This is an optimization exercise on Yosys and OpenROAD, whose aim is small area and a short achievable clock period, not a production implementation.

==> flow/design.v <==
module APB_MASTER(
    input            PCLK, PRESETn,
    input            ST, WEN,
    input      [8:0] APB_WADRS, APB_RADRS,
    input      [7:0] APB_WDATA,
    input      [7:0] PRDATA,
    output           WE,
    output reg [7:0] HI, LO,
    output reg [7:0] PWDATA,
    output reg       PSLVERR,
    output reg [7:0] APB_RDATA_OUT
);
reg setup, access;    
reg free;             
reg pwrite;           
reg aerr;             
wire       take = PRESETn & ST & ~setup;
wire [8:0] adr  = WEN ? APB_WADRS : APB_RADRS;
always @(posedge PCLK)
begin
    setup  <= take;
    free   <= ~take;
    access <= PRESETn & setup;
end
wire [7:0] lo_n = 8'd1 << adr[2:0];
wire [7:0] hi_n = (adr[7:6] == 2'b00) ? (8'd1 << adr[5:3]) : 8'd0;
always @(posedge PCLK)
begin
    pwrite <= (pwrite & setup) | (WEN & free);
    aerr   <= (aerr & setup) | ((|adr[8:6]) & free);
    PWDATA <= (PWDATA & {8{setup}}) | (APB_WDATA & {8{free}});
    LO     <= (LO & {8{setup}}) | (lo_n & {8{free}});
    HI     <= (HI & {8{setup}}) | (hi_n & {8{free}});
end
assign WE = PRESETn & access & pwrite;
always @(posedge PCLK)
begin
    if (!PRESETn)
        APB_RDATA_OUT <= 8'd0;
    else if (access & ~pwrite)
        APB_RDATA_OUT <= PRDATA;
end
always @(posedge PCLK)
    PSLVERR <= PRESETn & (setup | access) & aerr;
endmodule
module APB_SLAVE(
    input            PCLK,
    input            WE,
    input      [7:0] HI, LO,
    input      [7:0] PWDATA,
    output reg [7:0] PRDATA
);
reg [7:0] mem [0:63];
integer g, j;
always @(posedge PCLK)
begin
    for (g = 0; g < 8; g = g + 1)
        for (j = 0; j < 8; j = j + 1)
            if (WE & HI[g] & LO[j])
                mem[8*g+j] <= PWDATA;
end
reg [7:0] grp [0:7];
reg [7:0] rd;
always @(*)
begin
    for (g = 0; g < 8; g = g + 1)
    begin
        grp[g] = 8'd0;
        for (j = 0; j < 8; j = j + 1)
            grp[g] = grp[g] | ({8{LO[j]}} & mem[8*g+j]);
    end
    rd = 8'd0;
    for (g = 0; g < 8; g = g + 1)
        rd = rd | ({8{HI[g]}} & grp[g]);
end
always @(posedge PCLK)
    PRDATA <= rd;
endmodule
module APB_TOP(
    input PCLK, PRESETn,
    input ST, WEN,
    input [8:0] APB_WADRS, APB_RADRS,
    input [7:0] APB_WDATA,
    output [7:0] APB_RDATA_OUT,
    output PSLVERR
);
    wire       WE;       
    wire [7:0] HI, LO;   
    wire [7:0] PWDATA, PRDATA;
    APB_MASTER MASTER_INST (
        .PCLK(PCLK),
        .PRESETn(PRESETn),
        .ST(ST),
        .WEN(WEN),
        .APB_WADRS(APB_WADRS),
        .APB_RADRS(APB_RADRS),
        .APB_WDATA(APB_WDATA),
        .PRDATA(PRDATA),
        .WE(WE),
        .HI(HI),
        .LO(LO),
        .PWDATA(PWDATA),
        .PSLVERR(PSLVERR),
        .APB_RDATA_OUT(APB_RDATA_OUT)
    );
    APB_SLAVE SLAVE_INST (
        .PCLK(PCLK),
        .WE(WE),
        .HI(HI),
        .LO(LO),
        .PWDATA(PWDATA),
        .PRDATA(PRDATA)
    );
endmodule
Settings: LEC_CHECK=0, CAP_MARGIN=20, CORE_MARGIN=2, CORE_UTILIZATION=65, PLACE_DENSITY=0.72, SETUP_SLACK_MARGIN=1.3, SLEW_MARGIN=20; clock period 2.7 ns.
standard.sh (not shown) runs the stock make flow with config.mk's settings and CLKGATE_MAP_FILE= SYNTH_SCRIPT=/design/flow/synth_recipe.tcl, a recipe that flattens the netlist after the stock synthesis.
==> flow/flow/run.sh <==
#!/bin/bash
set -euo pipefail
sed "s|CLKGATE_MAP_FILE= |CLKGATE_MAP_FILE= MATCH_CELL_FOOTPRINT=0 'BUFFER_PORTS_ARGS=-buffer_cell sky130_fd_sc_hd__buf_2' |" standard.sh > own_standard.sh
grep -q MATCH_CELL_FOOTPRINT=0 own_standard.sh
bash own_standard.sh > own_flow.log 2>&1
==> next run, changes <==
--- a/flow/config.mk
+++ b/flow/config.mk
@@ -8,6 +8,5 @@
 export CAP_MARGIN = 20
 export CORE_MARGIN = 2
-export CORE_UTILIZATION = 65
-export PLACE_DENSITY = 0.72
-export SETUP_SLACK_MARGIN = 1.3
+export CORE_UTILIZATION = 40
+export SETUP_SLACK_MARGIN = 1.0
 export SLEW_MARGIN = 20
After rerunning: Final cell count came out higher by about a fifth; worst setup slack gets worse by 0.091 ns; die area came out higher by well over a third; sequential cell count does not change; final area came out lower by a few percent.
==> next run, changes <==
==> flow/run.sh (new file) <==
#!/bin/bash
# synth_recipe.tcl (not shown) runs the flow's synth.tcl, then flattens the netlist and writes it again
# the make line also repeats each setting of config.mk as NAME=value (left out here)
make -C /OpenROAD-flow-scripts/flow DESIGN_CONFIG=/design/flow/config.mk WORK_HOME=/design/flow/orfs CLKGATE_MAP_FILE= SYNTH_SCRIPT=/design/flow/synth_recipe.tcl finish
--- a/flow/config.mk
+++ b/flow/config.mk
@@ -9,4 +9,6 @@
 export CORE_MARGIN = 2
 export CORE_UTILIZATION = 40
+export CTS_CLUSTER_DIAMETER = 80
+export CTS_CLUSTER_SIZE = 25
 export SETUP_SLACK_MARGIN = 1.0
 export SLEW_MARGIN = 20
removed: flow/flow/run.sh
removed: flow/standard.sh
Hold slack improved by 0.35 ns.
Count of clock-buffer cells in the layout went down by 19.
Wire length went down by 4.3%.
==> next run, changes <==
--- a/flow/config.mk
+++ b/flow/config.mk
@@ -9,6 +9,4 @@
 export CORE_MARGIN = 2
 export CORE_UTILIZATION = 40
-export CTS_CLUSTER_DIAMETER = 80
-export CTS_CLUSTER_SIZE = 25
 export SETUP_SLACK_MARGIN = 1.0
 export SLEW_MARGIN = 20
- synthesized area does not change
- clock skew hardly moves
- via count rose by 3.3%
- sequential share of layout area fell by 3.4 points
- fmax fell by 2.0%
- sequential cell count does not change
No run of this note included a check of the RTL's function; only the layout flow was run.

[re-timing with driven ports]
In the flow no input, the clock included, has a driving cell. The finished layouts below were timed again as built, in two steps.
Step 1 assumes that a clkbuf_16 drives the clock port and a buf_2 every other input.
Step 2 also shifts input and output timing later by t, the mid clock arrival at the registers, as if the neighbouring blocks saw the same clock.
a / b / c = ideal / step 1 / step 2; a / b = the first two.
run	t, ns	setup slack, ns	latest minus earliest clock arrival (ns)
the first run	0.621	1.070 / 1.046 / 0.640	0.024 / 0.024
the second run	0.649	0.979 / 0.979 / 0.739	0.031 / 0.031
the third run	0.632	0.977 / 0.977 / 0.457	0.021 / 0.022
the fourth run	0.629	0.943 / 0.943 / 0.419	0.017 / 0.017
After both steps every run listed still meets setup and hold. The setup slack of the fourth run, which loses most, moves by 0.000 ns with the drivers and by -0.524 ns with both steps.
